Context: an optimization exercise on an open-source flow, tuned for small area. The choices shown serve that exercise and are no tape-out recipe. The RTL was checked by simulation tests, not by an equivalence proof against the original design. No driver is modelled on the clock port, so clock power and skew are understated where the tree is cut down; a real chip needs a root buffer or a tree. Power figures rest on the tool's default switching activity, not on a simulated workload.

Design mtm_Alu, start of the top module:
module mtm_Alu (
    input  wire clk,    
    input  wire rst_n,  
    input  wire sin,    
    output wire sout    
);
For scale: ~400 cells after synthesis, roughly 94 flip-flops, roughly 0.0037 mm^2 of cells after synthesis.
Settings: LEC_CHECK=0, CAP_MARGIN=20, CORE_MARGIN=2, CORE_UTILIZATION=85, SLEW_MARGIN=20; clock period 10.0 ns.
standard.sh (not shown) runs the stock make flow with config.mk's settings and CLKGATE_MAP_FILE= SYNTH_SCRIPT=/design/flow/synth_recipe.tcl, a recipe that flattens the netlist after the stock synthesis.
==> flow/flow/run.sh <==
#!/bin/bash
# The standard layout (standard.sh) with three changes:
#  - synthesis: ABC maps for area (flow/abc_area.script: strash; dch -f; amap)
#    instead of ORFS's delay-oriented script, and Yosys's half/full-adder
#    extraction and Kogge-Stone carry mapping are left out, so ABC sees all
#    logic. The registers are those of the standard synthesis (flip-flop
#    mapping is unchanged).
#  - clock tree: three clkbuf_16 buffers driven by the clock port, each
#    driving a third of the flip-flops (split by x position), built by
#    flow/mcts.tcl in place of TritonCTS; clock-tree timing repair as usual.
#  - port buffers: sky130_fd_sc_hd__buf_1.
# Each tool's full output goes to a log file in this folder.
set -euo pipefail
here=$(pwd)

# private copy of the ORFS scripts, with the synthesis changes
rm -rf "$here/scripts"
cp -r "$FLOW_HOME/scripts" "$here/scripts"
cp "$here/flow/abc_area.script" "$here/scripts/abc_speed.script"
sed -i 's/\[dont_use_adder_kinds\] ne "none"$/[dont_use_adder_kinds] ne "none" \&\& 0/' "$here/scripts/synth.tcl"
sed -i 's#"-extra-map $::env(FLOW_HOME)/platforms/common/lcu_kogge_stone.v"\]#""]#' "$here/scripts/synth.tcl"
grep -q 'ne "none" && 0' "$here/scripts/synth.tcl"
! grep -q 'lcu_kogge_stone' "$here/scripts/synth.tcl"

sed -i "s#^log_cmd clock_tree_synthesis {\*}\$cts_args#source $here/flow/mcts.tcl; manual_cts 3 sky130_fd_sc_hd__clkbuf_16; set_propagated_clock [all_clocks]#" "$here/scripts/cts.tcl"
grep -q "manual_cts 3" "$here/scripts/cts.tcl"
bash standard.sh "SCRIPTS_DIR=$here/scripts" \
  "BUFFER_PORTS_ARGS=-buffer_cell sky130_fd_sc_hd__buf_1" finish > standard_flow.log 2>&1
Other scripts of this flow, unchanged in this note and not shown: flow/flow/abc_area.script, flow/flow/mcts.tcl
The starting point died in 3_1_place_gp_skip_io on GPL-0301.
==> next run, changes <==
Settings changed: CORE_UTILIZATION 85 to 70, CTS_BUF_LIST from default to sky130_fd_sc_hd__clkbuf_8.
Now the flow completed without violations; synthesized area does not change; synthesized cell count is unchanged.
In the second run of this note the design's own scripts or RTL, not TritonCTS, make the clock network.

* * *

The RTL this note starts from:
==> flow/design.v <==
`timescale 1ns / 1ps
module mtm_Alu (
    input  wire clk,    
    input  wire rst_n,  
    input  wire sin,    
    output wire sout    
);
  reg  [3:0]  rcnt;    
  reg         rtype;   
  reg  [3:0]  dcnt;    
  reg  [3:0]  crc4;
  reg  [1:0]  op;      
  reg  [31:0] A;
  reg  [31:0] B;
  reg         pol;
  wire rpay     = !rcnt[3];
  wire rlast    = (rcnt == 4'd7);
  wire crc_bit  = (rtype && rcnt == 4'd0) ? 1'b1 : sin;
  wire crc_fb   = crc4[3] ^ crc_bit;
  wire [3:0] crc4_nx = {crc4[2:0], 1'b0} ^ {2'b00, crc_fb, crc_fb};
  wire recv_b   = rpay && !rtype && (dcnt[3:2] == 2'b00);
  wire recv_a   = rpay && !rtype && (dcnt[3:2] == 2'b01);
  wire ctl_end  = rlast && rtype;
  reg  [3:0]  tpos;
  reg  [2:0]  fidx;
  reg  [1:0]  err;     
  reg         cy;
  reg         fz;
  reg  [2:0]  crc3;
  wire t_idle   = (fidx == 3'd5);
  wire t_comp   = (fidx == 3'd7);
  wire t_ctl    = fidx[2] & !fidx[0];
  wire t_ectl   = t_ctl & fidx[1];
  wire t_act    = !t_idle && !t_comp;
  wire t_pay    = t_act && !tpos[3];
  wire t_data   = t_pay && !fidx[2];
  wire trigger  = t_idle && rtype && rcnt == 4'd3;
  wire [3:0]  bd = B[3:0] ^ {4{pol}};
  wire        arith = op[1];
  wire        sub   = op[0];
  wire [3:0]  ad    = A[3:0] ^ {4{pol}};
  wire [3:0]  bx    = bd ^ {4{sub}};
  wire [4:0]  sum   = {1'b0, ad} + {1'b0, bx} + {4'b0, cy};
  wire [3:0]  lg    = sub ? (ad | bd) : (ad & bd);
  wire [3:0]  cd    = arith ? sum[3:0] : lg;
  wire        vd    = arith & ~(ad[3] ^ bx[3]) & (ad[3] ^ sum[3]);
  reg pbit;
  always @* begin
    if (!t_ectl) begin
      case (tpos[2:0])
        3'd0: pbit = 1'b0;
        3'd1: pbit = arith & (cy ^ sub);
        3'd2: pbit = err[1];
        3'd3: pbit = fz;
        3'd4: pbit = err[0];
        default: pbit = crc3[2];
      endcase
    end
    else begin
      case (tpos[2:0])
        3'd1, 3'd4: pbit = err[1] & err[0];
        3'd2, 3'd5: pbit = err[1] & ~err[0];
        3'd3, 3'd6: pbit = ~err[1] & err[0];
        default:    pbit = 1'b1;
      endcase
    end
  end
  wire tbit    = t_ctl ? pbit : (A[31] ^ pol);
  wire sin_p   = sin ^ pol;
  wire b_sr = recv_b;
  wire b_sc = t_comp && !recv_b;
  wire b_sh = !(t_comp || recv_b);
  wire [31:0] b_nx = ~(({32{b_sr}} & {B[30:0], sin_p}) |
                       ({32{b_sc}} & {B[3:0], B[31:4]}) |
                       ({32{b_sh}} & B));
  wire a_sc = t_comp;
  wire a_ss = !t_comp && (recv_a || t_data);
  wire a_sh = !(t_comp || recv_a || t_data);
  wire [31:0] a_nx = ~(({32{a_sc}} & {cd ^ {4{pol}}, A[31:4]}) |
                       ({32{a_ss}} & {A[30:0], sin_p}) |
                       ({32{a_sh}} & A));
  wire crc3_fb = crc3[2] ^ tbit;
  assign sout  = !t_act ? 1'b1 :
                 !tpos[3] ? tbit :
                 tpos[1] ? t_ctl : ~tpos[0];
  always @(posedge clk) begin
    if (!rst_n) begin
      rcnt <= 4'd8;
      dcnt <= 4'd0;
      crc4 <= 4'd0;
      fidx <= 3'd5;
    end
    else begin
      if (rcnt == 4'd8) begin
        if (!sin) rcnt <= 4'd9;
      end
      else if (rcnt == 4'd9)
        rcnt <= 4'd0;
      else
        rcnt <= rcnt + 4'd1;
      if (rpay)
        crc4 <= ctl_end ? 4'd0 : crc4_nx;
      if (rlast) begin
        if (rtype)
          dcnt <= 4'd0;
        else if (dcnt[3])
          dcnt[0] <= 1'b1;
        else
          dcnt <= dcnt + 4'd1;
      end
      if (trigger)
        fidx <= 3'd7;
      else if (!t_idle && tpos == 4'd8)
        fidx <= (t_comp && err != 2'b00) ? 3'd6 :
                (fidx == 3'd6) ? 3'd5 : fidx + 3'd1;
    end
  end
  always @(posedge clk) begin
    if (trigger)
      tpos <= 4'd1;
    else if (tpos == 4'd10)
      tpos <= 4'd0;
    else
      tpos <= tpos + 4'd1;
    if (rcnt == 4'd9)
      rtype <= sin;
    if (t_idle && rtype && (rcnt == 4'd1 || rcnt == 4'd3))
      op <= {op[0], sin};
    if (t_idle && rtype && rcnt == 4'd2)
      err <= {1'b0, sin};
    if (ctl_end && t_comp) begin
      if (dcnt != 4'd8)        err <= 2'b11;
      else if (crc4_nx != 0)   err <= 2'b10;
    end
    if (t_comp && tpos[3] && err == 2'b00)    
      err <= {vd, cd[3]};
    pol <= rst_n & ~pol;
    B <= b_nx;
    A <= a_nx;
    cy <= (trigger & op[0] & sin) | (t_comp & sum[4]) | (!trigger & !t_comp & cy);
    fz <= trigger | (fz & (!t_comp | (cd == 4'd0)));
    if (t_comp)
      crc3 <= 3'd0;
    else if (t_pay)
      crc3 <= {crc3[1:0], 1'b0} ^ {1'b0, crc3_fb, crc3_fb};
  end
endmodule
export LEC_CHECK = 0
export CAP_MARGIN = 0
export CORE_MARGIN = 2
export CORE_UTILIZATION = 70
export SLEW_MARGIN = 0
create_clock -name core_clock -period 10.0 [get_ports {clk}]
==> flow/flow/abc_area.script <==
strash
dch -f
amap
topo
==> flow/flow/mcts.tcl <==
# manual clock tree: NB clkbuf cells from the clock port, sinks split by x/y
proc manual_cts { nbuf master_name } {
  set block [ord::get_db_block]
  set db [ord::get_db]
  set master [$db findMaster $master_name]
  set clk [$block findNet clk]
  set sinks {}
  foreach it [$clk getITerms] {
    lappend sinks $it
  }
  # sort sinks by x then split into nbuf groups of near-equal size
  set keyed {}
  foreach it $sinks {
    set inst [$it getInst]
    set loc [$inst getLocation]
    lappend keyed [list [lindex $loc 0] [lindex $loc 1] $it]
  }
  set keyed [lsort -integer -index 0 $keyed]
  set n [llength $keyed]
  for {set b 0} {$b < $nbuf} {incr b} {
    set lo [expr {$b * $n / $nbuf}]
    set hi [expr {($b + 1) * $n / $nbuf}]
    set buf [odb::dbInst_create $block $master "clkbuf_m$b"]
    set net [odb::dbNet_create $block "clknet_m$b"]
    $net setSigType CLOCK
    set sx 0; set sy 0
    for {set i $lo} {$i < $hi} {incr i} {
      set e [lindex $keyed $i]
      set it [lindex $e 2]
      $it disconnect
      $it connect $net
      set sx [expr {$sx + [lindex $e 0]}]
      set sy [expr {$sy + [lindex $e 1]}]
    }
    set cnt [expr {$hi - $lo}]
    [$buf findITerm A] connect $clk
    [$buf findITerm X] connect $net
    $buf setLocation [expr {$sx / $cnt}] [expr {$sy / $cnt}]
    $buf setPlacementStatus PLACED
  }
}
Scripts as last shown in full above: flow/flow/run.sh
Edit:
CAP_MARGIN = 20   (was 0)
CTS_BUF_LIST = sky130_fd_sc_hd__clkbuf_8   (was not set)
SLEW_MARGIN = 20   (was 0)
Outcome: The new run finished with timing, DRC and antenna clean. Total power hardly moves. Synthesized area is unchanged. Cell area is about the same.
No run of this note takes its clock network from TritonCTS; it comes from the design's own scripts or RTL.

## afterwards: timing with drivers on the ports
In the flow no input, the clock included, has a driving cell. The finished layouts below were timed again as built, in two steps. Step 1 (the two cells are an assumption about what drives the block):
set clk [get_ports {clk}]
set_driving_cell -lib_cell sky130_fd_sc_hd__clkbuf_16 $clk
set_driving_cell -lib_cell sky130_fd_sc_hd__buf_2 [delete_from_list [all_inputs] $clk]
Step 2 times the ports against the registers' clock, not the clock port: input delays grow and output delays shrink by t, the midpoint of the rising clock arrivals with the driver on. Slacks: ideal ports / drivers / drivers and shift; pairs: ideal ports / drivers.
| run | shift t [ns] | setup WS [ns] | worst hold slack (ns) | cell pins on the clock port's net |
|---|---|---|---|---|
| the second run of note 1 | 0.224 | 5.596 / 5.537 / 5.761 | 0.451 / 0.451 / 0.451 | 3 |
| the first run of note 2 | 0.227 | 5.574 / 5.514 / 5.741 | 0.457 / 0.457 / 0.457 | 3 |
| the second run of note 2 | 0.228 | 5.565 / 5.505 / 5.733 | 0.460 / 0.460 / 0.460 | 3 |
After both steps every run listed still meets setup and hold.
